What follows belongs to an exercise in optimizing a design on an open flow for small area and a short achievable clock period; a production flow would make more cautious choices. At most, simulation tests tie the RTL to the original design; equivalence was not proved. Only the layout flow was run in run 1; the RTL was not checked for function there.

==> flow/design.v, too long to show whole: its modules and the start of the top module <==
// module CTE: 60 lines
// module CTE_engA: 362 lines
// module CTE_engB: 338 lines
// module CTE_m0: 246 lines
module CTE ( clk, reset, op_mode, in_en, yuv_in, rgb_in, busy, out_valid, rgb_out, yuv_out);
  // ...
==> flow/run.sh <==
#!/bin/bash
# synth_recipe.tcl (not shown) runs the flow's synth.tcl, then flattens the netlist and writes it again
# the make line also repeats each setting of config.mk as NAME=value (left out here)
make -C /OpenROAD-flow-scripts/flow DESIGN_CONFIG=/design/flow/config.mk WORK_HOME=/design/flow/orfs CLKGATE_MAP_FILE= SYNTH_SCRIPT=/design/flow/synth_recipe.tcl finish
==> flow/config.mk <==
export PLATFORM = sky130hd
export DESIGN_NAME = CTE
export DESIGN_NICKNAME = CTE
export VERILOG_FILES = /design/flow/design.v
export SDC_FILE = /design/flow/constraint.sdc
export NUM_CORES = 4
export LEC_CHECK = 0
export CAP_MARGIN = 20
export CORE_MARGIN = 2
export CORE_UTILIZATION = 40
export SLEW_MARGIN = 20
==> flow/constraint.sdc <==
create_clock -name core_clock -period 25.0 [get_ports {clk}]
set_input_delay 5.0000 -clock core_clock [delete_from_list [all_inputs] [get_ports {clk}]]
set_output_delay 5.0000 -clock core_clock [all_outputs]
set_load 0.01 [all_outputs]
==> results.ini, run 1 <==
[layout]
final_cell_mix = 235 x inv_1, 145 x fa_1, 86 x ha_1
layout_commonest_cell = inv_1
n_all_inverters = 236
largest_reg_flops = 24
clock_buffers = 5
fin_util = 0.450

[die]
chipWidth_um = 151
die_area_um2 = 22700

[routing]
dr.first_iter.drc_count = 297

[critical_path]
r2r_slack_ns = 18.10
crit_buf_inv = 4
worst_path_most_repeated_cell = fa_1
r2r-end = np[14]$_DFFE_PP_

[clock_tree]
cts_setup_buffers = 0
htree_levels = 2
insertion_delay_ns = 0.30

[placed_design]
pre_cts_slack_ns = 14.25
dp_hpwl_um = 17000

[sta]
setup_slack_ns = 13.96
grt_setup_unrepaired = no

[global_routing]
busiest_layer = met2

[synthesis]
ys_top_cells_by_count = 235 x inv_1, 145 x fa_1, 86 x ha_1
synth_top_cell_by_area = fa_1
avgSynthCellArea_um2 = 9.22

[min_path]
hold_end = valid_r$_DFFE_PP0P_

[outcome]
outcome = no timing/DRC/antenna violations

==> run 2: changes to the inputs <==
==> flow/design.v (replaced) <==
`timescale 1ns/10ps
module CTE ( clk, reset, op_mode, in_en, yuv_in, rgb_in, busy, out_valid, rgb_out, yuv_out);
input   clk ;
input   reset ;
input   op_mode;
input   in_en;
output  busy;
output  out_valid;
input   [7:0]   yuv_in;
output  [23:0]  rgb_out;
input   [23:0]  rgb_in;
output  [7:0]   yuv_out;
reg [1:0] cnt;
reg busy_r, valid_r;
reg [23:0] d;
reg [15:0] np;
assign busy = busy_r;
assign out_valid = valid_r;
CTE_m0 M0 (.yy(np[7:0]), .uu(d[23:16]), .vv(d[15:8]), .rgb(rgb_out));
wire [23:0] x = (cnt == 2'd0) ? rgb_in : d;
wire [15:0] na;
CTE_engA ENGA (.xr(x[23:16]), .xg(x[15:8]), .xb(x[7:0]), .su(cnt == 2'd0), .sy(cnt[0]), .sv(cnt == 2'd2), .n(na));
CTE_engB ENGB (.n(np), .q(yuv_out));
always @(posedge clk or posedge reset) begin
    if (reset) begin
        cnt <= 2'd0;
        busy_r <= 1'b0;
        valid_r <= 1'b0;
    end else if (op_mode) begin
        if (in_en) begin
            cnt <= cnt + 2'd1;
            busy_r <= ~cnt[0];
            valid_r <= 1'b1;
        end
    end else begin
        if (busy_r && valid_r) begin
            busy_r <= 1'b0;
            valid_r <= 1'b0;
        end else if (busy_r && cnt == 2'd0) begin
            valid_r <= 1'b1;
        end else if (busy_r) begin
            busy_r <= 1'b0;
            valid_r <= 1'b1;
        end else if (in_en) begin
            cnt <= cnt + 2'd1;
            if (cnt[1]) busy_r <= 1'b1;
            if (cnt == 2'd3) valid_r <= 1'b0;
        end
    end
end
always @(posedge clk) begin
    if (op_mode) begin
        if (in_en && !cnt[0]) d <= rgb_in;
        if (in_en) np <= na;
    end else if (in_en && !busy_r) begin
        if (cnt == 2'd0) d[23:16] <= yuv_in;
        if (cnt == 2'd2) d[15:8] <= yuv_in;
        if (cnt[0]) np[7:0] <= yuv_in;
    end
end
endmodule
module CTE_engA (xr, xg, xb, su, sy, sv, n);
input [7:0] xr, xg, xb;
input su, sy, sv;
output [15:0] n;
wire ea_0 = ((su|sv) & xr[0]);
wire ea_1 = ((su|sv) & xr[1]) | (sy & xr[0]);
wire ea_2 = ((su|sv) & xr[2]) | (sy & xr[1]);
wire ea_3 = ((su|sv) & xr[3]) | (sy & xr[2]);
wire ea_4 = ((su|sv) & xr[4]) | (sy & xr[3]);
wire ea_5 = ((su|sv) & xr[5]) | (sy & xr[4]);
wire ea_6 = ((su|sv) & xr[6]) | (sy & xr[5]);
wire ea_7 = ((su|sv) & xr[7]) | (sy & xr[6]);
wire ea_8 = (sy & xr[7]);
wire ea_9 = (su & ~xr[0]) | (sy & xr[0]);
wire ea_10 = (su & ~xr[1]) | (sy & xr[1]) | (sv & xr[0]);
wire ea_11 = (su & ~xr[2]) | (sy & xr[2]) | (sv & xr[1]);
wire ea_12 = (su & ~xr[3]) | (sy & xr[3]) | (sv & xr[2]);
wire ea_13 = (su & ~xr[4]) | (sy & xr[4]) | (sv & xr[3]);
wire ea_14 = (su & ~xr[5]) | (sy & xr[5]) | (sv & xr[4]);
wire ea_15 = (su & ~xr[6]) | (sy & xr[6]) | (sv & xr[5]);
wire ea_16 = (su & ~xr[7]) | (sy & xr[7]) | (sv & xr[6]);
wire ea_17 = (sv & xr[7]);
wire ea_18 = (sy & xg[0]) | ((su|sv) & ~xg[0]);
wire ea_19 = (sy & xg[1]) | ((su|sv) & ~xg[1]);
wire ea_20 = (sy & xg[2]) | ((su|sv) & ~xg[2]);
wire ea_21 = (sy & xg[3]) | ((su|sv) & ~xg[3]);
wire ea_22 = (sy & xg[4]) | ((su|sv) & ~xg[4]);
wire ea_23 = (sy & xg[5]) | ((su|sv) & ~xg[5]);
wire ea_24 = (sy & xg[6]) | ((su|sv) & ~xg[6]);
wire ea_25 = (sy & xg[7]) | ((su|sv) & ~xg[7]);
wire ea_26 = ((su|sy) & xg[0]);
wire ea_27 = ((su|sy) & xg[1]);
wire ea_28 = ((su|sy) & xg[2]);
wire ea_29 = ((su|sy) & xg[3]);
wire ea_30 = ((su|sy) & xg[4]);
wire ea_31 = ((su|sy) & xg[5]);
wire ea_32 = ((su|sy) & xg[6]);
wire ea_33 = ((su|sy) & xg[7]);
wire ea_34 = (su & xg[0]);
wire ea_35 = (su & xg[1]);
wire ea_36 = (su & xg[2]);
wire ea_37 = (su & xg[3]) | (sy & xg[0]);
wire ea_38 = (su & xg[4]) | (sy & xg[1]);
wire ea_39 = (su & xg[5]) | (sy & xg[2]);
wire ea_40 = (su & xg[6]) | (sy & xg[3]);
wire ea_41 = (su & xg[7]) | (sy & xg[4]);
wire ea_42 = (sy & xg[5]);
wire ea_43 = (sy & xg[6]);
wire ea_44 = (sy & xg[7]);
wire ea_45 = ((su|sy) & xb[0]) | (sv & ~xb[0]);
wire ea_46 = ((su|sy) & xb[1]) | (sv & ~xb[1]);
wire ea_47 = ((su|sy) & xb[2]) | (sv & ~xb[2]);
wire ea_48 = ((su|sy) & xb[3]) | (sv & ~xb[3]);
wire ea_49 = ((su|sy) & xb[4]) | (sv & ~xb[4]);
wire ea_50 = ((su|sy) & xb[5]) | (sv & ~xb[5]);
wire ea_51 = ((su|sy) & xb[6]) | (sv & ~xb[6]);
wire ea_52 = ((su|sy) & xb[7]) | (sv & ~xb[7]);
wire ea_53 = ((su|sy) & xb[0]);
wire ea_54 = ((su|sy) & xb[1]);
wire ea_55 = ((su|sy) & xb[2]);
wire ea_56 = ((su|sy) & xb[3]);
wire ea_57 = ((su|sy) & xb[4]);
wire ea_58 = ((su|sy) & xb[5]);
wire ea_59 = ((su|sy) & xb[6]);
wire ea_60 = ((su|sy) & xb[7]);
wire ea_61 = (sy & xb[0]);
wire ea_62 = (sy & xb[1]);
wire ea_63 = (sy & xb[2]);
wire ea_64 = (sy & xb[3]);
wire ea_65 = (sy & xb[4]);
wire ea_66 = (sy & xb[5]);
wire ea_67 = (su & xb[0]) | (sy & xb[6]);
wire ea_68 = (su & xb[1]) | (sy & xb[7]);
wire ea_69 = (su & xb[2]);
wire ea_70 = (su & xb[3]);
wire ea_71 = (su & xb[4]);
wire ea_72 = (su & xb[5]);
wire ea_73 = (su & xb[6]);
wire ea_74 = (su & xb[7]);
wire ea_75 = sv;
wire ea_76 = su;
wire ea_77 = sy;
wire ea_78 = sy;
wire ea_79 = su|sv;
wire ea_80 = sv;
wire ea_81 = su|sy;
wire ea_82 = su;
wire ea_83 = su|sy;
wire ea_84 = su;
wire ea_85, ea_86;
CTE_ha ea_i87 (.a(ea_0), .b(ea_26), .s(ea_85), .co(ea_86));
wire ea_87, ea_88;
CTE_fa ea_i89 (.a(1'b1), .b(ea_1), .c(ea_27), .s(ea_87), .co(ea_88));
wire ea_89, ea_90;
CTE_fa ea_i91 (.a(ea_2), .b(ea_9), .c(ea_28), .s(ea_89), .co(ea_90));
wire ea_91, ea_92;
CTE_ha ea_i93 (.a(ea_37), .b(ea_47), .s(ea_91), .co(ea_92));
wire ea_93, ea_94;
CTE_fa ea_i95 (.a(ea_3), .b(ea_10), .c(ea_18), .s(ea_93), .co(ea_94));
wire ea_95, ea_96;
CTE_fa ea_i97 (.a(ea_29), .b(ea_38), .c(ea_48), .s(ea_95), .co(ea_96));
wire ea_97, ea_98;
CTE_ha ea_i99 (.a(ea_57), .b(ea_67), .s(ea_97), .co(ea_98));
wire ea_99, ea_100;
CTE_fa ea_i101 (.a(ea_4), .b(ea_11), .c(ea_19), .s(ea_99), .co(ea_100));
wire ea_101, ea_102;
CTE_fa ea_i103 (.a(ea_30), .b(ea_39), .c(ea_49), .s(ea_101), .co(ea_102));
wire ea_103, ea_104;
CTE_fa ea_i105 (.a(ea_58), .b(ea_68), .c(ea_78), .s(ea_103), .co(ea_104));
wire ea_105, ea_106;
CTE_fa ea_i107 (.a(ea_5), .b(ea_12), .c(ea_20), .s(ea_105), .co(ea_106));
wire ea_107, ea_108;
CTE_fa ea_i109 (.a(ea_31), .b(ea_40), .c(ea_50), .s(ea_107), .co(ea_108));
wire ea_109, ea_110;
CTE_fa ea_i111 (.a(ea_59), .b(ea_69), .c(ea_79), .s(ea_109), .co(ea_110));
wire ea_111, ea_112;
CTE_fa ea_i113 (.a(1'b1), .b(ea_6), .c(ea_13), .s(ea_111), .co(ea_112));
wire ea_113, ea_114;
CTE_fa ea_i115 (.a(ea_21), .b(ea_32), .c(ea_41), .s(ea_113), .co(ea_114));
wire ea_115, ea_116;
CTE_fa ea_i117 (.a(ea_51), .b(ea_60), .c(ea_70), .s(ea_115), .co(ea_116));
wire ea_117, ea_118;
CTE_fa ea_i119 (.a(ea_7), .b(ea_14), .c(ea_22), .s(ea_117), .co(ea_118));
wire ea_119, ea_120;
CTE_fa ea_i121 (.a(ea_33), .b(ea_42), .c(ea_52), .s(ea_119), .co(ea_120));
wire ea_121, ea_122;
CTE_fa ea_i123 (.a(ea_8), .b(ea_15), .c(ea_23), .s(ea_121), .co(ea_122));
wire ea_123, ea_124;
CTE_fa ea_i125 (.a(ea_35), .b(ea_45), .c(ea_54), .s(ea_123), .co(ea_124));
wire ea_125, ea_126;
CTE_fa ea_i127 (.a(ea_36), .b(ea_46), .c(ea_55), .s(ea_125), .co(ea_126));
wire ea_127, ea_128;
CTE_ha ea_i129 (.a(ea_65), .b(ea_86), .s(ea_127), .co(ea_128));
wire ea_129, ea_130;
CTE_fa ea_i131 (.a(ea_56), .b(ea_66), .c(ea_76), .s(ea_129), .co(ea_130));
wire ea_131, ea_132;
CTE_fa ea_i133 (.a(ea_88), .b(ea_89), .c(ea_91), .s(ea_131), .co(ea_132));
wire ea_133, ea_134;
CTE_fa ea_i135 (.a(ea_77), .b(ea_90), .c(ea_92), .s(ea_133), .co(ea_134));
wire ea_135, ea_136;
CTE_fa ea_i137 (.a(ea_93), .b(ea_95), .c(ea_97), .s(ea_135), .co(ea_136));
wire ea_137, ea_138;
CTE_fa ea_i139 (.a(ea_94), .b(ea_96), .c(ea_98), .s(ea_137), .co(ea_138));
wire ea_139, ea_140;
CTE_fa ea_i141 (.a(ea_99), .b(ea_101), .c(ea_103), .s(ea_139), .co(ea_140));
wire ea_141, ea_142;
CTE_fa ea_i143 (.a(ea_100), .b(ea_102), .c(ea_104), .s(ea_141), .co(ea_142));
wire ea_143, ea_144;
CTE_fa ea_i145 (.a(ea_105), .b(ea_107), .c(ea_109), .s(ea_143), .co(ea_144));
wire ea_145, ea_146;
CTE_fa ea_i147 (.a(ea_106), .b(ea_108), .c(ea_110), .s(ea_145), .co(ea_146));
wire ea_147, ea_148;
CTE_fa ea_i149 (.a(ea_111), .b(ea_113), .c(ea_115), .s(ea_147), .co(ea_148));
wire ea_149, ea_150;
CTE_fa ea_i151 (.a(ea_71), .b(ea_112), .c(ea_114), .s(ea_149), .co(ea_150));
wire ea_151, ea_152;
CTE_fa ea_i153 (.a(ea_116), .b(ea_117), .c(ea_119), .s(ea_151), .co(ea_152));
wire ea_153, ea_154;
CTE_fa ea_i155 (.a(ea_43), .b(ea_72), .c(ea_80), .s(ea_153), .co(ea_154));
wire ea_155, ea_156;
CTE_fa ea_i157 (.a(ea_118), .b(ea_120), .c(ea_121), .s(ea_155), .co(ea_156));
wire ea_157, ea_158;
CTE_fa ea_i159 (.a(ea_16), .b(ea_24), .c(ea_44), .s(ea_157), .co(ea_158));
wire ea_159, ea_160;
CTE_fa ea_i161 (.a(ea_73), .b(ea_81), .c(ea_122), .s(ea_159), .co(ea_160));
wire ea_161, ea_162;
CTE_fa ea_i163 (.a(ea_17), .b(ea_25), .c(ea_74), .s(ea_161), .co(ea_162));
wire ea_163, ea_164;
CTE_ha ea_i165 (.a(ea_64), .b(ea_75), .s(ea_163), .co(ea_164));
wire ea_165, ea_166;
CTE_fa ea_i167 (.a(ea_124), .b(ea_87), .c(ea_125), .s(ea_165), .co(ea_166));
wire ea_167, ea_168;
CTE_fa ea_i169 (.a(ea_126), .b(ea_129), .c(ea_128), .s(ea_167), .co(ea_168));
wire ea_169, ea_170;
CTE_fa ea_i171 (.a(ea_130), .b(ea_132), .c(ea_133), .s(ea_169), .co(ea_170));
wire ea_171, ea_172;
CTE_fa ea_i173 (.a(ea_134), .b(ea_136), .c(ea_137), .s(ea_171), .co(ea_172));
wire ea_173, ea_174;
CTE_fa ea_i175 (.a(ea_138), .b(ea_140), .c(ea_141), .s(ea_173), .co(ea_174));
wire ea_175, ea_176;
CTE_fa ea_i177 (.a(ea_142), .b(ea_144), .c(ea_145), .s(ea_175), .co(ea_176));
wire ea_177, ea_178;
CTE_fa ea_i179 (.a(ea_146), .b(ea_148), .c(ea_149), .s(ea_177), .co(ea_178));
wire ea_179, ea_180;
CTE_fa ea_i181 (.a(ea_153), .b(ea_150), .c(ea_152), .s(ea_179), .co(ea_180));
wire ea_181, ea_182;
CTE_fa ea_i183 (.a(ea_154), .b(ea_157), .c(ea_156), .s(ea_181), .co(ea_182));
wire ea_183, ea_184;
CTE_fa ea_i185 (.a(ea_82), .b(ea_158), .c(ea_161), .s(ea_183), .co(ea_184));
wire ea_185, ea_186;
CTE_ha ea_i187 (.a(ea_34), .b(ea_53), .s(ea_185), .co(ea_186));
wire ea_187, ea_188;
CTE_fa ea_i189 (.a(ea_85), .b(ea_123), .c(ea_163), .s(ea_187), .co(ea_188));
wire ea_189, ea_190;
CTE_fa ea_i191 (.a(ea_164), .b(ea_127), .c(ea_165), .s(ea_189), .co(ea_190));
wire ea_191, ea_192;
CTE_fa ea_i193 (.a(ea_166), .b(ea_131), .c(ea_167), .s(ea_191), .co(ea_192));
wire ea_193, ea_194;
CTE_fa ea_i195 (.a(ea_135), .b(ea_168), .c(ea_169), .s(ea_193), .co(ea_194));
wire ea_195, ea_196;
CTE_fa ea_i197 (.a(ea_139), .b(ea_170), .c(ea_171), .s(ea_195), .co(ea_196));
wire ea_197, ea_198;
CTE_fa ea_i199 (.a(ea_143), .b(ea_172), .c(ea_173), .s(ea_197), .co(ea_198));
wire ea_199, ea_200;
CTE_fa ea_i201 (.a(ea_147), .b(ea_174), .c(ea_175), .s(ea_199), .co(ea_200));
wire ea_201, ea_202;
CTE_fa ea_i203 (.a(ea_151), .b(ea_176), .c(ea_177), .s(ea_201), .co(ea_202));
wire ea_203, ea_204;
CTE_fa ea_i205 (.a(ea_155), .b(ea_178), .c(ea_179), .s(ea_203), .co(ea_204));
wire ea_205, ea_206;
CTE_fa ea_i207 (.a(ea_159), .b(ea_180), .c(ea_181), .s(ea_205), .co(ea_206));
wire ea_207, ea_208;
CTE_fa ea_i209 (.a(ea_160), .b(ea_183), .c(ea_182), .s(ea_207), .co(ea_208));
wire ea_209, ea_210;
CTE_fa ea_i211 (.a(ea_83), .b(ea_162), .c(ea_184), .s(ea_209), .co(ea_210));
wire ea_211 = 1'b1 ^ ea_61;
wire ea_212 = 1'b1 & ea_61;
wire ea_213 = 1'b1 ^ ea_62;
wire ea_214 = 1'b1 & ea_62;
wire ea_215 = ea_63 ^ ea_185;
wire ea_216 = ea_63 & ea_185;
wire ea_217 = ea_186 ^ ea_187;
wire ea_218 = ea_186 & ea_187;
wire ea_219 = ea_188 ^ ea_189;
wire ea_220 = ea_188 & ea_189;
wire ea_221 = ea_190 ^ ea_191;
wire ea_222 = ea_190 & ea_191;
wire ea_223 = ea_192 ^ ea_193;
wire ea_224 = ea_192 & ea_193;
wire ea_225 = ea_194 ^ ea_195;
wire ea_226 = ea_194 & ea_195;
wire ea_227 = ea_196 ^ ea_197;
wire ea_228 = ea_196 & ea_197;
wire ea_229 = ea_198 ^ ea_199;
wire ea_230 = ea_198 & ea_199;
wire ea_231 = ea_200 ^ ea_201;
wire ea_232 = ea_200 & ea_201;
wire ea_233 = ea_202 ^ ea_203;
wire ea_234 = ea_202 & ea_203;
wire ea_235 = ea_204 ^ ea_205;
wire ea_236 = ea_204 & ea_205;
wire ea_237 = ea_206 ^ ea_207;
wire ea_238 = ea_206 & ea_207;
wire ea_239 = ea_208 ^ ea_209;
wire ea_240 = ea_208 & ea_209;
wire ea_241 = ea_210 ^ ea_84;
wire ea_242 = ea_210 & ea_84;
wire ea_243 = ea_214 | (ea_213 & ea_212);
wire ea_244 = ea_213 & ea_211;
wire ea_245 = ea_216 | (ea_215 & ea_214);
wire ea_246 = ea_215 & ea_213;
wire ea_247 = ea_218 | (ea_217 & ea_216);
wire ea_248 = ea_217 & ea_215;
wire ea_249 = ea_220 | (ea_219 & ea_218);
wire ea_250 = ea_219 & ea_217;
wire ea_251 = ea_222 | (ea_221 & ea_220);
wire ea_252 = ea_221 & ea_219;
wire ea_253 = ea_224 | (ea_223 & ea_222);
wire ea_254 = ea_223 & ea_221;
wire ea_255 = ea_226 | (ea_225 & ea_224);
wire ea_256 = ea_225 & ea_223;
wire ea_257 = ea_228 | (ea_227 & ea_226);
wire ea_258 = ea_227 & ea_225;
wire ea_259 = ea_230 | (ea_229 & ea_228);
wire ea_260 = ea_229 & ea_227;
wire ea_261 = ea_232 | (ea_231 & ea_230);
wire ea_262 = ea_231 & ea_229;
wire ea_263 = ea_234 | (ea_233 & ea_232);
wire ea_264 = ea_233 & ea_231;
wire ea_265 = ea_236 | (ea_235 & ea_234);
wire ea_266 = ea_235 & ea_233;
wire ea_267 = ea_238 | (ea_237 & ea_236);
wire ea_268 = ea_237 & ea_235;
wire ea_269 = ea_240 | (ea_239 & ea_238);
wire ea_270 = ea_239 & ea_237;
wire ea_271 = ea_242 | (ea_241 & ea_240);
wire ea_272 = ea_241 & ea_239;
wire ea_273 = ea_245 | (ea_246 & ea_212);
wire ea_274 = ea_246 & ea_211;
wire ea_275 = ea_247 | (ea_248 & ea_243);
wire ea_276 = ea_248 & ea_244;
wire ea_277 = ea_249 | (ea_250 & ea_245);
wire ea_278 = ea_250 & ea_246;
wire ea_279 = ea_251 | (ea_252 & ea_247);
wire ea_280 = ea_252 & ea_248;
wire ea_281 = ea_253 | (ea_254 & ea_249);
wire ea_282 = ea_254 & ea_250;
wire ea_283 = ea_255 | (ea_256 & ea_251);
wire ea_284 = ea_256 & ea_252;
wire ea_285 = ea_257 | (ea_258 & ea_253);
wire ea_286 = ea_258 & ea_254;
wire ea_287 = ea_259 | (ea_260 & ea_255);
wire ea_288 = ea_260 & ea_256;
wire ea_289 = ea_261 | (ea_262 & ea_257);
wire ea_290 = ea_262 & ea_258;
wire ea_291 = ea_263 | (ea_264 & ea_259);
wire ea_292 = ea_264 & ea_260;
wire ea_293 = ea_265 | (ea_266 & ea_261);
wire ea_294 = ea_266 & ea_262;
wire ea_295 = ea_267 | (ea_268 & ea_263);
wire ea_296 = ea_268 & ea_264;
wire ea_297 = ea_269 | (ea_270 & ea_265);
wire ea_298 = ea_270 & ea_266;
wire ea_299 = ea_271 | (ea_272 & ea_267);
wire ea_300 = ea_272 & ea_268;
wire ea_301 = ea_277 | (ea_278 & ea_212);
wire ea_302 = ea_278 & ea_211;
wire ea_303 = ea_279 | (ea_280 & ea_243);
wire ea_304 = ea_280 & ea_244;
wire ea_305 = ea_281 | (ea_282 & ea_273);
wire ea_306 = ea_282 & ea_274;
wire ea_307 = ea_283 | (ea_284 & ea_275);
wire ea_308 = ea_284 & ea_276;
wire ea_309 = ea_285 | (ea_286 & ea_277);
wire ea_310 = ea_286 & ea_278;
wire ea_311 = ea_287 | (ea_288 & ea_279);
wire ea_312 = ea_288 & ea_280;
wire ea_313 = ea_289 | (ea_290 & ea_281);
wire ea_314 = ea_290 & ea_282;
wire ea_315 = ea_291 | (ea_292 & ea_283);
wire ea_316 = ea_292 & ea_284;
wire ea_317 = ea_293 | (ea_294 & ea_285);
wire ea_318 = ea_294 & ea_286;
wire ea_319 = ea_295 | (ea_296 & ea_287);
wire ea_320 = ea_296 & ea_288;
wire ea_321 = ea_297 | (ea_298 & ea_289);
wire ea_322 = ea_298 & ea_290;
wire ea_323 = ea_299 | (ea_300 & ea_291);
wire ea_324 = ea_300 & ea_292;
wire ea_325 = ea_309 | (ea_310 & ea_212);
wire ea_326 = ea_310 & ea_211;
wire ea_327 = ea_311 | (ea_312 & ea_243);
wire ea_328 = ea_312 & ea_244;
wire ea_329 = ea_313 | (ea_314 & ea_273);
wire ea_330 = ea_314 & ea_274;
wire ea_331 = ea_315 | (ea_316 & ea_275);
wire ea_332 = ea_316 & ea_276;
wire ea_333 = ea_317 | (ea_318 & ea_301);
wire ea_334 = ea_318 & ea_302;
wire ea_335 = ea_319 | (ea_320 & ea_303);
wire ea_336 = ea_320 & ea_304;
wire ea_337 = ea_321 | (ea_322 & ea_305);
wire ea_338 = ea_322 & ea_306;
wire ea_339 = ea_323 | (ea_324 & ea_307);
wire ea_340 = ea_324 & ea_308;
wire ea_341 = ea_213 ^ ea_212;
wire ea_342 = ea_215 ^ ea_243;
wire ea_343 = ea_217 ^ ea_273;
wire ea_344 = ea_219 ^ ea_275;
wire ea_345 = ea_221 ^ ea_301;
wire ea_346 = ea_223 ^ ea_303;
wire ea_347 = ea_225 ^ ea_305;
wire ea_348 = ea_227 ^ ea_307;
wire ea_349 = ea_229 ^ ea_325;
wire ea_350 = ea_231 ^ ea_327;
wire ea_351 = ea_233 ^ ea_329;
wire ea_352 = ea_235 ^ ea_331;
wire ea_353 = ea_237 ^ ea_333;
wire ea_354 = ea_239 ^ ea_335;
wire ea_355 = ea_241 ^ ea_337;
assign n = {ea_355, ea_354, ea_353, ea_352, ea_351, ea_350, ea_349, ea_348, ea_347, ea_346, ea_345, ea_344, ea_343, ea_342, ea_341, ea_211};
endmodule
module CTE_engB (n, q);
input [15:0] n;
output [7:0] q;
wire ea_211 = n[0];
wire ea_341 = n[1];
wire ea_342 = n[2];
wire ea_343 = n[3];
wire ea_344 = n[4];
wire ea_345 = n[5];
wire ea_346 = n[6];
wire ea_347 = n[7];
wire ea_348 = n[8];
wire ea_349 = n[9];
wire ea_350 = n[10];
wire ea_351 = n[11];
wire ea_352 = n[12];
wire ea_353 = n[13];
wire ea_354 = n[14];
wire ea_355 = n[15];
wire eb_0, eb_1;
CTE_ha eb_i2 (.a(ea_211), .b(ea_341), .s(eb_0), .co(eb_1));
wire eb_2, eb_3;
CTE_fa eb_i4 (.a(ea_341), .b(ea_342), .c(ea_346), .s(eb_2), .co(eb_3));
wire eb_4, eb_5;
CTE_fa eb_i6 (.a(ea_342), .b(ea_343), .c(ea_347), .s(eb_4), .co(eb_5));
wire eb_6, eb_7;
CTE_fa eb_i8 (.a(ea_343), .b(ea_344), .c(ea_348), .s(eb_6), .co(eb_7));
wire eb_8, eb_9;
CTE_ha eb_i10 (.a(ea_344), .b(ea_345), .s(eb_8), .co(eb_9));
wire eb_10, eb_11;
CTE_ha eb_i12 (.a(ea_343), .b(ea_344), .s(eb_10), .co(eb_11));
wire eb_12, eb_13;
CTE_fa eb_i14 (.a(ea_211), .b(ea_344), .c(ea_345), .s(eb_12), .co(eb_13));
wire eb_14, eb_15;
CTE_ha eb_i16 (.a(ea_347), .b(ea_350), .s(eb_14), .co(eb_15));
wire eb_16, eb_17;
CTE_fa eb_i18 (.a(eb_0), .b(ea_345), .c(ea_346), .s(eb_16), .co(eb_17));
wire eb_18, eb_19;
CTE_fa eb_i20 (.a(ea_348), .b(ea_351), .c(ea_352), .s(eb_18), .co(eb_19));
wire eb_20, eb_21;
CTE_fa eb_i22 (.a(eb_1), .b(ea_347), .c(ea_349), .s(eb_20), .co(eb_21));
wire eb_22, eb_23;
CTE_fa eb_i24 (.a(ea_352), .b(ea_353), .c(eb_2), .s(eb_22), .co(eb_23));
wire eb_24, eb_25;
CTE_fa eb_i26 (.a(ea_348), .b(eb_3), .c(ea_350), .s(eb_24), .co(eb_25));
wire eb_26, eb_27;
CTE_fa eb_i28 (.a(ea_353), .b(ea_354), .c(eb_4), .s(eb_26), .co(eb_27));
wire eb_28, eb_29;
CTE_fa eb_i30 (.a(eb_5), .b(ea_349), .c(ea_351), .s(eb_28), .co(eb_29));
wire eb_30, eb_31;
CTE_fa eb_i32 (.a(ea_354), .b(ea_355), .c(eb_6), .s(eb_30), .co(eb_31));
wire eb_32, eb_33;
CTE_fa eb_i34 (.a(eb_8), .b(eb_7), .c(ea_349), .s(eb_32), .co(eb_33));
wire eb_34, eb_35;
CTE_fa eb_i36 (.a(ea_350), .b(ea_352), .c(ea_355), .s(eb_34), .co(eb_35));
wire eb_36, eb_37;
CTE_fa eb_i38 (.a(ea_345), .b(eb_9), .c(ea_346), .s(eb_36), .co(eb_37));
wire eb_38, eb_39;
CTE_fa eb_i40 (.a(ea_350), .b(ea_351), .c(ea_353), .s(eb_38), .co(eb_39));
wire eb_40, eb_41;
CTE_fa eb_i42 (.a(ea_346), .b(ea_347), .c(ea_351), .s(eb_40), .co(eb_41));
wire eb_42, eb_43;
CTE_ha eb_i44 (.a(ea_352), .b(ea_354), .s(eb_42), .co(eb_43));
wire eb_44, eb_45;
CTE_fa eb_i46 (.a(ea_347), .b(ea_348), .c(ea_352), .s(eb_44), .co(eb_45));
wire eb_46, eb_47;
CTE_ha eb_i48 (.a(ea_353), .b(ea_355), .s(eb_46), .co(eb_47));
wire eb_48, eb_49;
CTE_fa eb_i50 (.a(ea_348), .b(ea_349), .c(ea_353), .s(eb_48), .co(eb_49));
wire eb_50, eb_51;
CTE_ha eb_i52 (.a(ea_349), .b(ea_350), .s(eb_50), .co(eb_51));
wire eb_52, eb_53;
CTE_ha eb_i54 (.a(eb_10), .b(ea_346), .s(eb_52), .co(eb_53));
wire eb_54, eb_55;
CTE_fa eb_i56 (.a(eb_11), .b(eb_12), .c(ea_351), .s(eb_54), .co(eb_55));
wire eb_56, eb_57;
CTE_fa eb_i58 (.a(eb_13), .b(eb_16), .c(eb_15), .s(eb_56), .co(eb_57));
wire eb_58, eb_59;
CTE_fa eb_i60 (.a(eb_17), .b(eb_19), .c(eb_20), .s(eb_58), .co(eb_59));
wire eb_60, eb_61;
CTE_fa eb_i62 (.a(eb_21), .b(eb_23), .c(eb_24), .s(eb_60), .co(eb_61));
wire eb_62, eb_63;
CTE_fa eb_i64 (.a(eb_25), .b(eb_27), .c(eb_28), .s(eb_62), .co(eb_63));
wire eb_64, eb_65;
CTE_fa eb_i66 (.a(eb_29), .b(eb_31), .c(eb_32), .s(eb_64), .co(eb_65));
wire eb_66, eb_67;
CTE_fa eb_i68 (.a(eb_36), .b(eb_33), .c(eb_35), .s(eb_66), .co(eb_67));
wire eb_68, eb_69;
CTE_fa eb_i70 (.a(eb_37), .b(eb_39), .c(eb_40), .s(eb_68), .co(eb_69));
wire eb_70, eb_71;
CTE_fa eb_i72 (.a(eb_41), .b(eb_43), .c(eb_44), .s(eb_70), .co(eb_71));
wire eb_72, eb_73;
CTE_fa eb_i74 (.a(ea_354), .b(eb_45), .c(eb_47), .s(eb_72), .co(eb_73));
wire eb_74, eb_75;
CTE_fa eb_i76 (.a(ea_354), .b(ea_355), .c(eb_49), .s(eb_74), .co(eb_75));
wire eb_76, eb_77;
CTE_fa eb_i78 (.a(ea_350), .b(ea_351), .c(ea_355), .s(eb_76), .co(eb_77));
wire eb_78, eb_79;
CTE_ha eb_i80 (.a(ea_349), .b(ea_350), .s(eb_78), .co(eb_79));
wire eb_80, eb_81;
CTE_fa eb_i82 (.a(eb_53), .b(eb_14), .c(eb_54), .s(eb_80), .co(eb_81));
wire eb_82, eb_83;
CTE_fa eb_i84 (.a(eb_55), .b(eb_18), .c(eb_56), .s(eb_82), .co(eb_83));
wire eb_84, eb_85;
CTE_fa eb_i86 (.a(eb_22), .b(eb_57), .c(eb_58), .s(eb_84), .co(eb_85));
wire eb_86, eb_87;
CTE_fa eb_i88 (.a(eb_26), .b(eb_59), .c(eb_60), .s(eb_86), .co(eb_87));
wire eb_88, eb_89;
CTE_fa eb_i90 (.a(eb_30), .b(eb_61), .c(eb_62), .s(eb_88), .co(eb_89));
wire eb_90, eb_91;
CTE_fa eb_i92 (.a(eb_34), .b(eb_63), .c(eb_64), .s(eb_90), .co(eb_91));
wire eb_92, eb_93;
CTE_fa eb_i94 (.a(eb_38), .b(eb_65), .c(eb_66), .s(eb_92), .co(eb_93));
wire eb_94, eb_95;
CTE_fa eb_i96 (.a(eb_42), .b(eb_67), .c(eb_68), .s(eb_94), .co(eb_95));
wire eb_96, eb_97;
CTE_fa eb_i98 (.a(eb_46), .b(eb_69), .c(eb_70), .s(eb_96), .co(eb_97));
wire eb_98, eb_99;
CTE_fa eb_i100 (.a(eb_48), .b(eb_71), .c(eb_72), .s(eb_98), .co(eb_99));
wire eb_100, eb_101;
CTE_fa eb_i102 (.a(eb_50), .b(eb_73), .c(eb_74), .s(eb_100), .co(eb_101));
wire eb_102, eb_103;
CTE_fa eb_i104 (.a(eb_51), .b(eb_76), .c(eb_75), .s(eb_102), .co(eb_103));
wire eb_104, eb_105;
CTE_fa eb_i106 (.a(ea_351), .b(ea_352), .c(eb_77), .s(eb_104), .co(eb_105));
wire eb_106, eb_107;
CTE_ha eb_i108 (.a(ea_352), .b(ea_353), .s(eb_106), .co(eb_107));
wire eb_108, eb_109;
CTE_ha eb_i110 (.a(ea_353), .b(ea_354), .s(eb_108), .co(eb_109));
wire eb_110, eb_111;
CTE_ha eb_i112 (.a(ea_354), .b(ea_355), .s(eb_110), .co(eb_111));
wire eb_112 = eb_52 ^ eb_78;
wire eb_113 = eb_52 & eb_78;
wire eb_114 = eb_79 ^ eb_80;
wire eb_115 = eb_79 & eb_80;
wire eb_116 = eb_81 ^ eb_82;
wire eb_117 = eb_81 & eb_82;
wire eb_118 = eb_83 ^ eb_84;
wire eb_119 = eb_83 & eb_84;
wire eb_120 = eb_85 ^ eb_86;
wire eb_121 = eb_85 & eb_86;
wire eb_122 = eb_87 ^ eb_88;
wire eb_123 = eb_87 & eb_88;
wire eb_124 = eb_89 ^ eb_90;
wire eb_125 = eb_89 & eb_90;
wire eb_126 = eb_91 ^ eb_92;
wire eb_127 = eb_91 & eb_92;
wire eb_128 = eb_93 ^ eb_94;
wire eb_129 = eb_93 & eb_94;
wire eb_130 = eb_95 ^ eb_96;
wire eb_131 = eb_95 & eb_96;
wire eb_132 = eb_97 ^ eb_98;
wire eb_133 = eb_97 & eb_98;
wire eb_134 = eb_99 ^ eb_100;
wire eb_135 = eb_99 & eb_100;
wire eb_136 = eb_101 ^ eb_102;
wire eb_137 = eb_101 & eb_102;
wire eb_138 = eb_103 ^ eb_104;
wire eb_139 = eb_103 & eb_104;
wire eb_140 = eb_105 ^ eb_106;
wire eb_141 = eb_105 & eb_106;
wire eb_142 = eb_107 ^ eb_108;
wire eb_143 = eb_107 & eb_108;
wire eb_144 = eb_109 ^ eb_110;
wire eb_145 = eb_109 & eb_110;
wire eb_146 = eb_111 ^ ea_355;
wire eb_147 = eb_111 & ea_355;
wire eb_148 = eb_115 | (eb_114 & eb_113);
wire eb_149 = eb_114 & eb_112;
wire eb_150 = eb_117 | (eb_116 & eb_115);
wire eb_151 = eb_116 & eb_114;
wire eb_152 = eb_119 | (eb_118 & eb_117);
wire eb_153 = eb_118 & eb_116;
wire eb_154 = eb_121 | (eb_120 & eb_119);
wire eb_155 = eb_120 & eb_118;
wire eb_156 = eb_123 | (eb_122 & eb_121);
wire eb_157 = eb_122 & eb_120;
wire eb_158 = eb_125 | (eb_124 & eb_123);
wire eb_159 = eb_124 & eb_122;
wire eb_160 = eb_127 | (eb_126 & eb_125);
wire eb_161 = eb_126 & eb_124;
wire eb_162 = eb_129 | (eb_128 & eb_127);
wire eb_163 = eb_128 & eb_126;
wire eb_164 = eb_131 | (eb_130 & eb_129);
wire eb_165 = eb_130 & eb_128;
wire eb_166 = eb_133 | (eb_132 & eb_131);
wire eb_167 = eb_132 & eb_130;
wire eb_168 = eb_135 | (eb_134 & eb_133);
wire eb_169 = eb_134 & eb_132;
wire eb_170 = eb_137 | (eb_136 & eb_135);
wire eb_171 = eb_136 & eb_134;
wire eb_172 = eb_139 | (eb_138 & eb_137);
wire eb_173 = eb_138 & eb_136;
wire eb_174 = eb_141 | (eb_140 & eb_139);
wire eb_175 = eb_140 & eb_138;
wire eb_176 = eb_143 | (eb_142 & eb_141);
wire eb_177 = eb_142 & eb_140;
wire eb_178 = eb_145 | (eb_144 & eb_143);
wire eb_179 = eb_144 & eb_142;
wire eb_180 = eb_147 | (eb_146 & eb_145);
wire eb_181 = eb_146 & eb_144;
wire eb_182 = eb_150 | (eb_151 & eb_113);
wire eb_183 = eb_151 & eb_112;
wire eb_184 = eb_152 | (eb_153 & eb_148);
wire eb_185 = eb_153 & eb_149;
wire eb_186 = eb_154 | (eb_155 & eb_150);
wire eb_187 = eb_155 & eb_151;
wire eb_188 = eb_156 | (eb_157 & eb_152);
wire eb_189 = eb_157 & eb_153;
wire eb_190 = eb_158 | (eb_159 & eb_154);
wire eb_191 = eb_159 & eb_155;
wire eb_192 = eb_160 | (eb_161 & eb_156);
wire eb_193 = eb_161 & eb_157;
wire eb_194 = eb_162 | (eb_163 & eb_158);
wire eb_195 = eb_163 & eb_159;
wire eb_196 = eb_164 | (eb_165 & eb_160);
wire eb_197 = eb_165 & eb_161;
wire eb_198 = eb_166 | (eb_167 & eb_162);
wire eb_199 = eb_167 & eb_163;
wire eb_200 = eb_168 | (eb_169 & eb_164);
wire eb_201 = eb_169 & eb_165;
wire eb_202 = eb_170 | (eb_171 & eb_166);
wire eb_203 = eb_171 & eb_167;
wire eb_204 = eb_172 | (eb_173 & eb_168);
wire eb_205 = eb_173 & eb_169;
wire eb_206 = eb_174 | (eb_175 & eb_170);
wire eb_207 = eb_175 & eb_171;
wire eb_208 = eb_176 | (eb_177 & eb_172);
wire eb_209 = eb_177 & eb_173;
wire eb_210 = eb_178 | (eb_179 & eb_174);
wire eb_211 = eb_179 & eb_175;
wire eb_212 = eb_180 | (eb_181 & eb_176);
wire eb_213 = eb_181 & eb_177;
wire eb_214 = eb_186 | (eb_187 & eb_113);
wire eb_215 = eb_187 & eb_112;
wire eb_216 = eb_188 | (eb_189 & eb_148);
wire eb_217 = eb_189 & eb_149;
wire eb_218 = eb_190 | (eb_191 & eb_182);
wire eb_219 = eb_191 & eb_183;
wire eb_220 = eb_192 | (eb_193 & eb_184);
wire eb_221 = eb_193 & eb_185;
wire eb_222 = eb_194 | (eb_195 & eb_186);
wire eb_223 = eb_195 & eb_187;
wire eb_224 = eb_196 | (eb_197 & eb_188);
wire eb_225 = eb_197 & eb_189;
wire eb_226 = eb_198 | (eb_199 & eb_190);
wire eb_227 = eb_199 & eb_191;
wire eb_228 = eb_200 | (eb_201 & eb_192);
wire eb_229 = eb_201 & eb_193;
wire eb_230 = eb_202 | (eb_203 & eb_194);
wire eb_231 = eb_203 & eb_195;
wire eb_232 = eb_204 | (eb_205 & eb_196);
wire eb_233 = eb_205 & eb_197;
wire eb_234 = eb_206 | (eb_207 & eb_198);
wire eb_235 = eb_207 & eb_199;
wire eb_236 = eb_208 | (eb_209 & eb_200);
wire eb_237 = eb_209 & eb_201;
wire eb_238 = eb_210 | (eb_211 & eb_202);
wire eb_239 = eb_211 & eb_203;
wire eb_240 = eb_212 | (eb_213 & eb_204);
wire eb_241 = eb_213 & eb_205;
wire eb_242 = eb_222 | (eb_223 & eb_113);
wire eb_243 = eb_223 & eb_112;
wire eb_244 = eb_224 | (eb_225 & eb_148);
wire eb_245 = eb_225 & eb_149;
wire eb_246 = eb_226 | (eb_227 & eb_182);
wire eb_247 = eb_227 & eb_183;
wire eb_248 = eb_228 | (eb_229 & eb_184);
wire eb_249 = eb_229 & eb_185;
wire eb_250 = eb_230 | (eb_231 & eb_214);
wire eb_251 = eb_231 & eb_215;
wire eb_252 = eb_232 | (eb_233 & eb_216);
wire eb_253 = eb_233 & eb_217;
wire eb_254 = eb_234 | (eb_235 & eb_218);
wire eb_255 = eb_235 & eb_219;
wire eb_256 = eb_236 | (eb_237 & eb_220);
wire eb_257 = eb_237 & eb_221;
wire eb_258 = eb_238 | (eb_239 & eb_222);
wire eb_259 = eb_239 & eb_223;
wire eb_260 = eb_240 | (eb_241 & eb_224);
wire eb_261 = eb_241 & eb_225;
wire eb_262 = eb_258 | (eb_259 & eb_113);
wire eb_263 = eb_259 & eb_112;
wire eb_264 = eb_260 | (eb_261 & eb_148);
wire eb_265 = eb_261 & eb_149;
wire eb_266 = eb_114 ^ eb_113;
wire eb_267 = eb_116 ^ eb_148;
wire eb_268 = eb_118 ^ eb_182;
wire eb_269 = eb_120 ^ eb_184;
wire eb_270 = eb_122 ^ eb_214;
wire eb_271 = eb_124 ^ eb_216;
wire eb_272 = eb_126 ^ eb_218;
wire eb_273 = eb_128 ^ eb_220;
wire eb_274 = eb_130 ^ eb_242;
wire eb_275 = eb_132 ^ eb_244;
wire eb_276 = eb_134 ^ eb_246;
wire eb_277 = eb_136 ^ eb_248;
wire eb_278 = eb_138 ^ eb_250;
wire eb_279 = eb_140 ^ eb_252;
wire eb_280 = eb_142 ^ eb_254;
wire eb_281 = eb_144 ^ eb_256;
wire eb_282 = eb_146 ^ eb_262;
assign q = {~eb_282, eb_281, eb_280, eb_279, eb_278, eb_277, eb_276, eb_275};
endmodule
module CTE_m0 (yy, uu, vv, rgb);
input [7:0] yy, uu, vv;
output [23:0] rgb;
wire m0_0 = ~vv[7];
wire m0_1 = ~vv[7];
wire m0_2 = ~vv[7];
wire m0_3, m0_4;
CTE_ha m0_i5 (.a(yy[4]), .b(vv[4]), .s(m0_3), .co(m0_4));
wire m0_5, m0_6;
CTE_ha m0_i7 (.a(yy[5]), .b(vv[5]), .s(m0_5), .co(m0_6));
wire m0_7, m0_8;
CTE_ha m0_i9 (.a(yy[0]), .b(vv[0]), .s(m0_7), .co(m0_8));
wire m0_9, m0_10;
CTE_fa m0_i11 (.a(yy[1]), .b(vv[1]), .c(vv[2]), .s(m0_9), .co(m0_10));
wire m0_11, m0_12;
CTE_fa m0_i13 (.a(yy[2]), .b(vv[2]), .c(vv[3]), .s(m0_11), .co(m0_12));
wire m0_13, m0_14;
CTE_fa m0_i15 (.a(yy[3]), .b(vv[3]), .c(vv[4]), .s(m0_13), .co(m0_14));
wire m0_15, m0_16;
CTE_fa m0_i17 (.a(vv[5]), .b(m0_2), .c(1'b1), .s(m0_15), .co(m0_16));
wire m0_17, m0_18;
CTE_fa m0_i19 (.a(vv[6]), .b(1'b1), .c(m0_4), .s(m0_17), .co(m0_18));
wire m0_19, m0_20;
CTE_fa m0_i21 (.a(yy[6]), .b(vv[6]), .c(m0_1), .s(m0_19), .co(m0_20));
wire m0_21, m0_22;
CTE_ha m0_i23 (.a(vv[0]), .b(vv[2]), .s(m0_21), .co(m0_22));
wire m0_23, m0_24;
CTE_fa m0_i25 (.a(vv[1]), .b(vv[3]), .c(m0_7), .s(m0_23), .co(m0_24));
wire m0_25, m0_26;
CTE_fa m0_i27 (.a(vv[4]), .b(m0_8), .c(m0_9), .s(m0_25), .co(m0_26));
wire m0_27, m0_28;
CTE_fa m0_i29 (.a(vv[5]), .b(m0_10), .c(m0_11), .s(m0_27), .co(m0_28));
wire m0_29, m0_30;
CTE_fa m0_i31 (.a(vv[6]), .b(m0_12), .c(m0_13), .s(m0_29), .co(m0_30));
wire m0_31, m0_32;
CTE_fa m0_i33 (.a(m0_14), .b(m0_3), .c(m0_15), .s(m0_31), .co(m0_32));
wire m0_33, m0_34;
CTE_fa m0_i35 (.a(m0_16), .b(m0_5), .c(m0_17), .s(m0_33), .co(m0_34));
wire m0_35, m0_36;
CTE_fa m0_i37 (.a(m0_6), .b(m0_19), .c(m0_18), .s(m0_35), .co(m0_36));
wire m0_37, m0_38;
CTE_fa m0_i39 (.a(yy[7]), .b(m0_0), .c(m0_20), .s(m0_37), .co(m0_38));
wire m0_39 = 1'b1 ^ m0_21;
wire m0_40 = 1'b1 & m0_21;
wire m0_41 = m0_22 ^ m0_23;
wire m0_42 = m0_22 & m0_23;
wire m0_43 = m0_24 ^ m0_25;
wire m0_44 = m0_24 & m0_25;
wire m0_45 = m0_26 ^ m0_27;
wire m0_46 = m0_26 & m0_27;
wire m0_47 = m0_28 ^ m0_29;
wire m0_48 = m0_28 & m0_29;
wire m0_49 = m0_30 ^ m0_31;
wire m0_50 = m0_30 & m0_31;
wire m0_51 = m0_32 ^ m0_33;
wire m0_52 = m0_32 & m0_33;
wire m0_53 = m0_34 ^ m0_35;
wire m0_54 = m0_34 & m0_35;
wire m0_55 = m0_36 ^ m0_37;
wire m0_56 = m0_36 & m0_37;
wire m0_57 = m0_38 ^ 1'b1;
wire m0_58 = m0_38 & 1'b1;
wire m0_59 = vv[1] & vv[0];
wire m0_60 = m0_42 | (m0_41 & m0_40);
wire m0_61 = m0_41 & m0_39;
wire m0_62 = m0_46 | (m0_45 & m0_44);
wire m0_63 = m0_45 & m0_43;
wire m0_64 = m0_50 | (m0_49 & m0_48);
wire m0_65 = m0_49 & m0_47;
wire m0_66 = m0_54 | (m0_53 & m0_52);
wire m0_67 = m0_53 & m0_51;
wire m0_68 = m0_58 | (m0_57 & m0_56);
wire m0_69 = m0_57 & m0_55;
wire m0_70 = m0_39 & m0_59;
wire m0_71 = m0_61 & m0_59;
wire m0_72 = m0_48 | (m0_47 & m0_62);
wire m0_73 = m0_47 & m0_63;
wire m0_74 = m0_64 | (m0_65 & m0_62);
wire m0_75 = m0_65 & m0_63;
wire m0_76 = m0_56 | (m0_55 & m0_66);
wire m0_77 = m0_55 & m0_67;
wire m0_78 = m0_68 | (m0_69 & m0_66);
wire m0_79 = m0_69 & m0_67;
wire m0_80 = m0_44 | (m0_43 & m0_60);
wire m0_81 = m0_43 & m0_71;
wire m0_82 = m0_62 | (m0_63 & m0_60);
wire m0_83 = m0_63 & m0_71;
wire m0_84 = m0_72 | (m0_73 & m0_60);
wire m0_85 = m0_73 & m0_71;
wire m0_86 = m0_74 | (m0_75 & m0_60);
wire m0_87 = m0_75 & m0_71;
wire m0_88 = 1'b1 & m0_78;
wire m0_89 = 1'b1 & m0_79;
wire m0_90 = m0_52 | (m0_51 & m0_86);
wire m0_91 = m0_51 & m0_87;
wire m0_92 = m0_66 | (m0_67 & m0_86);
wire m0_93 = m0_67 & m0_87;
wire m0_94 = m0_76 | (m0_77 & m0_86);
wire m0_95 = m0_77 & m0_87;
wire m0_96 = m0_78 | (m0_79 & m0_86);
wire m0_97 = m0_79 & m0_87;
wire m0_98 = m0_88 | (m0_89 & m0_86);
wire m0_99 = m0_89 & m0_87;
wire m0_100 = m0_41 ^ m0_40;
wire m0_101 = m0_43 ^ m0_60;
wire m0_102 = m0_45 ^ m0_80;
wire m0_103 = m0_47 ^ m0_82;
wire m0_104 = m0_49 ^ m0_84;
wire m0_105 = m0_51 ^ m0_86;
wire m0_106 = m0_53 ^ m0_90;
wire m0_107 = m0_55 ^ m0_92;
wire m0_108 = m0_57 ^ m0_94;
wire m0_109 = 1'b1 ^ m0_96;
wire m0_110 = ~m0_109 & (m0_108 | m0_100);
wire m0_111 = ~m0_109 & (m0_108 | m0_101);
wire m0_112 = ~m0_109 & (m0_108 | m0_102);
wire m0_113 = ~m0_109 & (m0_108 | m0_103);
wire m0_114 = ~m0_109 & (m0_108 | m0_104);
wire m0_115 = ~m0_109 & (m0_108 | m0_105);
wire m0_116 = ~m0_109 & (m0_108 | m0_106);
wire m0_117 = ~m0_109 & (m0_108 | m0_107);
wire m0_118 = ~uu[0];
wire m0_119 = ~uu[1];
wire m0_120 = ~uu[2];
wire m0_121 = ~uu[3];
wire m0_122 = ~uu[4];
wire m0_123 = ~uu[5];
wire m0_124 = ~uu[6];
wire m0_125 = ~vv[0];
wire m0_126 = ~vv[1];
wire m0_127 = ~vv[2];
wire m0_128 = ~vv[3];
wire m0_129 = ~vv[4];
wire m0_130 = ~vv[5];
wire m0_131 = ~vv[6];
wire m0_132 = ~vv[7];
wire m0_133, m0_134;
CTE_ha m0_i135 (.a(yy[0]), .b(m0_120), .s(m0_133), .co(m0_134));
wire m0_135, m0_136;
CTE_ha m0_i137 (.a(yy[1]), .b(m0_121), .s(m0_135), .co(m0_136));
wire m0_137, m0_138;
CTE_ha m0_i139 (.a(yy[2]), .b(m0_122), .s(m0_137), .co(m0_138));
wire m0_139, m0_140;
CTE_ha m0_i141 (.a(yy[3]), .b(m0_123), .s(m0_139), .co(m0_140));
wire m0_141, m0_142;
CTE_ha m0_i143 (.a(yy[4]), .b(m0_124), .s(m0_141), .co(m0_142));
wire m0_143, m0_144;
CTE_ha m0_i145 (.a(yy[5]), .b(uu[7]), .s(m0_143), .co(m0_144));
wire m0_145, m0_146;
CTE_ha m0_i147 (.a(m0_125), .b(vv[2]), .s(m0_145), .co(m0_146));
wire m0_147, m0_148;
CTE_fa m0_i149 (.a(m0_126), .b(vv[3]), .c(m0_134), .s(m0_147), .co(m0_148));
wire m0_149, m0_150;
CTE_fa m0_i151 (.a(m0_127), .b(vv[4]), .c(m0_136), .s(m0_149), .co(m0_150));
wire m0_151, m0_152;
CTE_fa m0_i153 (.a(m0_128), .b(vv[5]), .c(m0_138), .s(m0_151), .co(m0_152));
wire m0_153, m0_154;
CTE_fa m0_i155 (.a(m0_129), .b(vv[6]), .c(m0_140), .s(m0_153), .co(m0_154));
wire m0_155, m0_156;
CTE_fa m0_i157 (.a(m0_130), .b(m0_132), .c(m0_142), .s(m0_155), .co(m0_156));
wire m0_157, m0_158;
CTE_fa m0_i159 (.a(yy[6]), .b(m0_131), .c(1'b1), .s(m0_157), .co(m0_158));
wire m0_159, m0_160;
CTE_ha m0_i161 (.a(m0_118), .b(vv[0]), .s(m0_159), .co(m0_160));
wire m0_161, m0_162;
CTE_fa m0_i163 (.a(m0_119), .b(vv[1]), .c(1'b1), .s(m0_161), .co(m0_162));
wire m0_163, m0_164;
CTE_fa m0_i165 (.a(1'b1), .b(m0_133), .c(m0_145), .s(m0_163), .co(m0_164));
wire m0_165, m0_166;
CTE_fa m0_i167 (.a(m0_146), .b(m0_135), .c(m0_147), .s(m0_165), .co(m0_166));
wire m0_167, m0_168;
CTE_fa m0_i169 (.a(m0_137), .b(m0_148), .c(m0_149), .s(m0_167), .co(m0_168));
wire m0_169, m0_170;
CTE_fa m0_i171 (.a(m0_139), .b(m0_150), .c(m0_151), .s(m0_169), .co(m0_170));
wire m0_171, m0_172;
CTE_fa m0_i173 (.a(m0_141), .b(m0_152), .c(m0_153), .s(m0_171), .co(m0_172));
wire m0_173, m0_174;
CTE_fa m0_i175 (.a(m0_143), .b(m0_154), .c(m0_155), .s(m0_173), .co(m0_174));
wire m0_175, m0_176;
CTE_fa m0_i177 (.a(m0_144), .b(m0_157), .c(m0_156), .s(m0_175), .co(m0_176));
wire m0_177, m0_178;
CTE_fa m0_i179 (.a(yy[7]), .b(vv[7]), .c(m0_158), .s(m0_177), .co(m0_178));
wire m0_179 = 1'b1 ^ m0_159;
wire m0_180 = 1'b1 & m0_159;
wire m0_181 = m0_160 ^ m0_161;
wire m0_182 = m0_160 & m0_161;
wire m0_183 = m0_162 ^ m0_163;
wire m0_184 = m0_162 & m0_163;
wire m0_185 = m0_164 ^ m0_165;
wire m0_186 = m0_164 & m0_165;
wire m0_187 = m0_166 ^ m0_167;
wire m0_188 = m0_166 & m0_167;
wire m0_189 = m0_168 ^ m0_169;
wire m0_190 = m0_168 & m0_169;
wire m0_191 = m0_170 ^ m0_171;
wire m0_192 = m0_170 & m0_171;
wire m0_193 = m0_172 ^ m0_173;
wire m0_194 = m0_172 & m0_173;
wire m0_195 = m0_174 ^ m0_175;
wire m0_196 = m0_174 & m0_175;
wire m0_197 = m0_176 ^ m0_177;
wire m0_198 = m0_176 & m0_177;
wire m0_199 = m0_178 ^ 1'b1;
wire m0_200 = m0_178 & 1'b1;
wire m0_201 = m0_184 | (m0_183 & m0_182);
wire m0_202 = m0_183 & m0_181;
wire m0_203 = m0_188 | (m0_187 & m0_186);
wire m0_204 = m0_187 & m0_185;
wire m0_205 = m0_192 | (m0_191 & m0_190);
wire m0_206 = m0_191 & m0_189;
wire m0_207 = m0_196 | (m0_195 & m0_194);
wire m0_208 = m0_195 & m0_193;
wire m0_209 = m0_200 | (m0_199 & m0_198);
wire m0_210 = m0_199 & m0_197;
wire m0_211 = m0_182 | (m0_181 & m0_180);
wire m0_212 = m0_201 | (m0_202 & m0_180);
wire m0_213 = m0_190 | (m0_189 & m0_203);
wire m0_214 = m0_189 & m0_204;
wire m0_215 = m0_205 | (m0_206 & m0_203);
wire m0_216 = m0_206 & m0_204;
wire m0_217 = m0_198 | (m0_197 & m0_207);
wire m0_218 = m0_197 & m0_208;
wire m0_219 = m0_209 | (m0_210 & m0_207);
wire m0_220 = m0_210 & m0_208;
wire m0_221 = m0_186 | (m0_185 & m0_212);
wire m0_222 = m0_203 | (m0_204 & m0_212);
wire m0_223 = m0_213 | (m0_214 & m0_212);
wire m0_224 = m0_215 | (m0_216 & m0_212);
wire m0_225 = 1'b1 & m0_219;
wire m0_226 = 1'b1 & m0_220;
wire m0_227 = m0_194 | (m0_193 & m0_224);
wire m0_228 = m0_207 | (m0_208 & m0_224);
wire m0_229 = m0_217 | (m0_218 & m0_224);
wire m0_230 = m0_219 | (m0_220 & m0_224);
wire m0_231 = m0_225 | (m0_226 & m0_224);
wire m0_232 = m0_181 ^ m0_180;
wire m0_233 = m0_183 ^ m0_211;
wire m0_234 = m0_185 ^ m0_212;
wire m0_235 = m0_187 ^ m0_221;
wire m0_236 = m0_189 ^ m0_222;
wire m0_237 = m0_191 ^ m0_223;
wire m0_238 = m0_193 ^ m0_224;
wire m0_239 = m0_195 ^ m0_227;
wire m0_240 = m0_197 ^ m0_228;
wire m0_241 = m0_199 ^ m0_229;
wire m0_242 = 1'b1 ^ m0_230;
wire m0_243 = ~m0_242 & (m0_241 | m0_233);
wire m0_244 = ~m0_242 & (m0_241 | m0_234);
wire m0_245 = ~m0_242 & (m0_241 | m0_235);
wire m0_246 = ~m0_242 & (m0_241 | m0_236);
wire m0_247 = ~m0_242 & (m0_241 | m0_237);
wire m0_248 = ~m0_242 & (m0_241 | m0_238);
wire m0_249 = ~m0_242 & (m0_241 | m0_239);
wire m0_250 = ~m0_242 & (m0_241 | m0_240);
wire m0_251 = ~uu[7];
wire m0_252 = yy[1] ^ uu[0];
wire m0_253 = yy[1] & uu[0];
wire m0_254 = yy[2] ^ uu[1];
wire m0_255 = yy[2] & uu[1];
wire m0_256 = yy[3] ^ uu[2];
wire m0_257 = yy[3] & uu[2];
wire m0_258 = yy[4] ^ uu[3];
wire m0_259 = yy[4] & uu[3];
wire m0_260 = yy[5] ^ uu[4];
wire m0_261 = yy[5] & uu[4];
wire m0_262 = yy[6] ^ uu[5];
wire m0_263 = yy[6] & uu[5];
wire m0_264 = yy[7] ^ uu[6];
wire m0_265 = yy[7] & uu[6];
wire m0_266 = m0_251 ^ 1'b1;
wire m0_267 = m0_251 & 1'b1;
wire m0_268 = m0_252 & yy[0];
wire m0_269 = m0_257 | (m0_256 & m0_255);
wire m0_270 = m0_256 & m0_254;
wire m0_271 = m0_261 | (m0_260 & m0_259);
wire m0_272 = m0_260 & m0_258;
wire m0_273 = m0_265 | (m0_264 & m0_263);
wire m0_274 = m0_264 & m0_262;
wire m0_275 = 1'b1 & m0_267;
wire m0_276 = 1'b1 & m0_266;
wire m0_277 = m0_255 | (m0_254 & m0_253);
wire m0_278 = m0_254 & m0_268;
wire m0_279 = m0_269 | (m0_270 & m0_253);
wire m0_280 = m0_270 & m0_268;
wire m0_281 = m0_263 | (m0_262 & m0_271);
wire m0_282 = m0_262 & m0_272;
wire m0_283 = m0_273 | (m0_274 & m0_271);
wire m0_284 = m0_274 & m0_272;
wire m0_285 = m0_259 | (m0_258 & m0_279);
wire m0_286 = m0_258 & m0_280;
wire m0_287 = m0_271 | (m0_272 & m0_279);
wire m0_288 = m0_272 & m0_280;
wire m0_289 = m0_281 | (m0_282 & m0_279);
wire m0_290 = m0_282 & m0_280;
wire m0_291 = m0_283 | (m0_284 & m0_279);
wire m0_292 = m0_284 & m0_280;
wire m0_293 = m0_267 | (m0_266 & m0_291);
wire m0_294 = m0_266 & m0_292;
wire m0_295 = m0_275 | (m0_276 & m0_291);
wire m0_296 = m0_276 & m0_292;
wire m0_297 = m0_254 ^ m0_253;
wire m0_298 = m0_256 ^ m0_277;
wire m0_299 = m0_258 ^ m0_279;
wire m0_300 = m0_260 ^ m0_285;
wire m0_301 = m0_262 ^ m0_287;
wire m0_302 = m0_264 ^ m0_289;
wire m0_303 = m0_266 ^ m0_291;
wire m0_304 = 1'b1 ^ m0_293;
wire m0_305 = ~m0_304 & (m0_303 | yy[0]);
wire m0_306 = ~m0_304 & (m0_303 | m0_252);
wire m0_307 = ~m0_304 & (m0_303 | m0_297);
wire m0_308 = ~m0_304 & (m0_303 | m0_298);
wire m0_309 = ~m0_304 & (m0_303 | m0_299);
wire m0_310 = ~m0_304 & (m0_303 | m0_300);
wire m0_311 = ~m0_304 & (m0_303 | m0_301);
wire m0_312 = ~m0_304 & (m0_303 | m0_302);
assign rgb = {m0_117, m0_116, m0_115, m0_114, m0_113, m0_112, m0_111, m0_110, m0_250, m0_249, m0_248, m0_247, m0_246, m0_245, m0_244, m0_243, m0_312, m0_311, m0_310, m0_309, m0_308, m0_307, m0_306, m0_305};
endmodule
module CTE_fa (a, b, c, s, co);
input a, b, c; output s, co;
assign s = a ^ b ^ c;
assign co = (a & b) | (a & c) | (b & c);
endmodule
module CTE_ha (a, b, s, co);
input a, b; output s, co;
assign s = a ^ b;
assign co = a & b;
endmodule
==> flow/flow/run.sh (new file) <==
#!/bin/bash
# Standard layout (the standard.sh: standard synthesis and ORFS flow), with the
# port buffers made from buf_2 instead of the default delay buffer, and timing repair aiming 15 ns above zero slack.
set -euo pipefail
bash standard.sh "BUFFER_PORTS_ARGS=-buffer_cell sky130_fd_sc_hd__buf_2" "SETUP_SLACK_MARGIN=15" finish > standard_flow.log 2>&1
==> flow/standard.sh (new file) <==
#!/bin/bash
# synth_recipe.tcl (not shown) runs the flow's synth.tcl, then flattens the netlist and writes it again
# the make line also repeats each setting of config.mk as NAME=value (left out here)
make -C /OpenROAD-flow-scripts/flow DESIGN_CONFIG=/design/flow/config.mk WORK_HOME=/design/flow/orfs CLKGATE_MAP_FILE= SYNTH_SCRIPT=/design/flow/synth_recipe.tcl "${@:-finish}"
removed: flow/run.sh
==> run 2 against run 1 <==
Compared with the run above:
- still clean
- via count is 1.4% higher
- largest cell class unchanged
- clock skew is 0.00087 ns lower
- register-to-register slack worse by 0.45 ns
- area after synthesis is 0.80% lower
- worst hold slack better by 0.016 ns
- cell count is 1.9% lower
- die area is 0.78% lower
==> results.ini, run 2 <==
[outcome]
outcome = no timing/DRC/antenna violations

[critical_path]
crit_required_ns = 20.00
critPathArrivalTime_ns = 4.72
crit_fanout = 8
r2r-end = np[15]$_DFFE_PP_
reg2reg_depth = 19
worst_setup_path_start_kind = flip-flop
end_kind = output pin
r2r_slack_ns = 17.65  ; -0.45 ns
criticalPathCategory = reg -> out
timing.rr.start = cnt[0]$_DFFE_PP0P_

[min_path]
hold_class = reg -> reg
whs_path_depth = 1
worstHoldStart = cnt[1]$_DFFE_PP0P_
hold_end = cnt[1]$_DFFE_PP0P_

[run]
drv_cap = 0

[sta]
fin_tns_setup_ns = 0
min_period_ns = 9.72
setup_viol = 0
grt_setup_unrepaired = no
post-route-period-util = 0.389
tightestPinTransition_ns = 0.994
max_freq_mhz = 103
final.setup_skew_ns = 0.00670
slew_violations = 0
maxSlewHeadroom = 0.337
hold_violations = 0

[layout]
syn2layout_area_growth_pct = 6.13
fillCellCount = 2087
drive_above_1_share = 0.104
largest_reg_flops = 24  ; unchanged
regMostFlops = d
layout_commonest_cell = inv_1
final_nets = 1196
top_regs = d: 24 flops, np: 16 flops, cnt: 2 flops
diodes = 0
final_cell_mix = 172 x inv_1, 127 x fa_1, 98 x ha_1
fin_util = 0.432  ; -0.0187

[routing]
dr.first_iter.drc_count = 286  ; -3.7%
viasPerCell = 5.08
dr.pass1.iters = 5
vias = 6144
ant_nets = 0
drc_errors = 0
wl_per_cell_um = 16.5
wl_um = 20000

[synthesis]
syn_inst = 911
avgSynthCellArea_um2 = 9.38  ; +1.7%
synth_seq_cells = 44
ys_seq_area_frac = 0.152
synth.distinct_cells = 53
ys_top_cells_by_count = 172 x inv_1, 127 x fa_1, 98 x ha_1
synth.most_common_cell = inv_1
synth_top_cell_by_area = fa_1
async_flop_share = 0.0909
synth_area_um2 = 8550
synth_fp_nets = 1172
synth-edff-count = 40
yosysTopAreaCellShare = 0.297
yosysWarnings = 1
synth_area_leaders = fa_1 30%, ha_1 14%, edfxtp_1 14%
synth_ff_type = edfxtp_1

[global_routing]
grt-ovfl-total = 0
antenna_found_initial = 0
grt_usage = 0.188
grt_pass1_wl_um = 32700
grt_pass1_vias = 6276
grt_max_degree = 40

[die]
chipWidth_um = 150  ; -0.39%
rows = 53
num_io_pins = 70
initial_core_util = 0.407
die_h_um = 150
coreArea_um2 = 21000
die_area_um2 = 22600  ; -0.78%

[placed_design]
dp_hpwl_um = 17100  ; +0.55%
port_buffers = 69
gp_congestion = 0.878

[clock_tree]
clk_pin_slew_ns = 0.06
clock_sinks = 44
htree_levels = 2  ; unchanged
root_buffer = clkbuf_16
cts-buffers-inserted = 5
insertion_delay_ns = 0.29  ; about the same
clockBufferDepth = 2
tritoncts = done

-- run 2: cell types whose count changed after synthesis, moves of 6 or more --
cell      delta
a21oi_1     -19
clkbuf_1     +6
fa_1        -18
ha_1        +12
inv_1       -63
maj3_1      +14
nand2b_1     +7
nor2_1       +6
o21ai_0     +10
xor2_1       +6
-- run 2: worst max-delay path, stage by stage (launching register included) --
cell and delay (ns):
edfxtp_1 0.57, fa_1 0.53, fa_1 0.46, fa_1 0.58
fa_1 0.42, ha_1 0.32, a21o_1 0.17, a221o_1 0.34
a31oi_1 0.29, o21a_1 0.30, nor4b_1 0.08, a311oi_1 0.22
buf_2 0.18
-- run 2: stage by stage --
| step | worst slack, ns | std cells | hold WS (ns) | cell area, um2 |
|---|---|---|---|---|
| 2_1_floorplan | 15.83 | 911 | 0.554 | 8550 |
| 3_3_place_gp | 15.45 | 1200 | 0.596 | 8910 |
| 3_5_place_dp | 15.40 | 1200 | 0.595 | 8910 |
| 4_1_cts | 15.11 | 1207 | 0.611 | 9050 |
| 5_1_grt | 15.01 | 1210 | 0.643 | 9070 |
| 6_report | 15.28 | 1210 | 0.605 | 9070 |
-- run 2: area by class of cell --
cell class              count  area [um2]  share of cell area
clock buffers               6         129              0.0142
clock inverters             1        5.00            0.000552
inverters                 173         649              0.0716
multi-input cells         637        6260               0.690
flip-flops and latches     44        1300               0.143
well taps                 275         344              0.0379
repair buffers             74         383              0.0422
-- run 2: repair_timing --
item                                    in CTS  in global routing
setup buffers                                0                  3
hold buffers                                 0                  0
resized for setup                            0                  1
endpoints found under the setup margin       0                  3
-- run 2: logic make-up (layout without fill, tap and decap cells) --
logic type | count (synthesis) | count (layout) | share of synthesized area
AO/OA/AOI/OAI | 164 | 164 | 0.123
XOR/XNOR | 41 | 41 | 0.0420
adder cells (fa/ha/maj) | 240 | 240 | 0.458
buffers and inverters | 230 | 254 | 0.116
flip-flops | 44 | 44 | 0.152
multiplexers | 6 | 6 | 0.00732
AND/OR/NAND/NOR | 186 | 186 | 0.101
-- run 2: worst max-delay path by stage --
stage / from / to / slack [ns] / cells after the start
2_1_floorplan: rgb_in[10] / np[15]$_DFFE_PP_ / 15.83 / 15
3_3_place_gp: np[6]$_DFFE_PP_ / yuv_out[7] / 15.45 / 12
3_5_place_dp: rgb_in[17] / np[15]$_DFFE_PP_ / 15.40 / 16
4_1_cts: np[6]$_DFFE_PP_ / yuv_out[7] / 15.11 / 12
5_1_grt: np[6]$_DFFE_PP_ / yuv_out[7] / 15.01 / 12
6_report: np[6]$_DFFE_PP_ / yuv_out[7] / 15.28 / 12
-- run 2: layer usage --
layer / wire length, um / global-route usage / part of all wire
met2: 9910 / 0.327 / 0.50
met3: 803 / 0.0188 / 0.040
met5: 0 / 0 / 0
met1: 8870 / 0.252 / 0.44
met4: 392 / 0.0453 / 0.020

-- afterwards: timing with drivers on the ports --
How much do the figures lean on ideal ports? The routed layouts below were timed once more, with nothing changed but the port constraints. Step 1, drivers: a clkbuf_16 drives clk and a buf_2 each remaining input, both assumed. Step 2 also shifts input and output timing later by t, the mid clock arrival at the registers, as if the neighbouring blocks saw the same clock. Three values: no drivers, after step 1, after step 2; two values: the first two.
run | t, ns | setup WS [ns] | worst data-port slew with drivers (ns) | pins driven straight from the clock port
run 1 | 0.329 | 13.965 / 13.927 / 14.256 | 0.04 | 1
run 2 | 0.326 | 15.278 / 15.239 / 15.380 | 0.04 | 1
After both steps setup and hold are still met in every run listed.
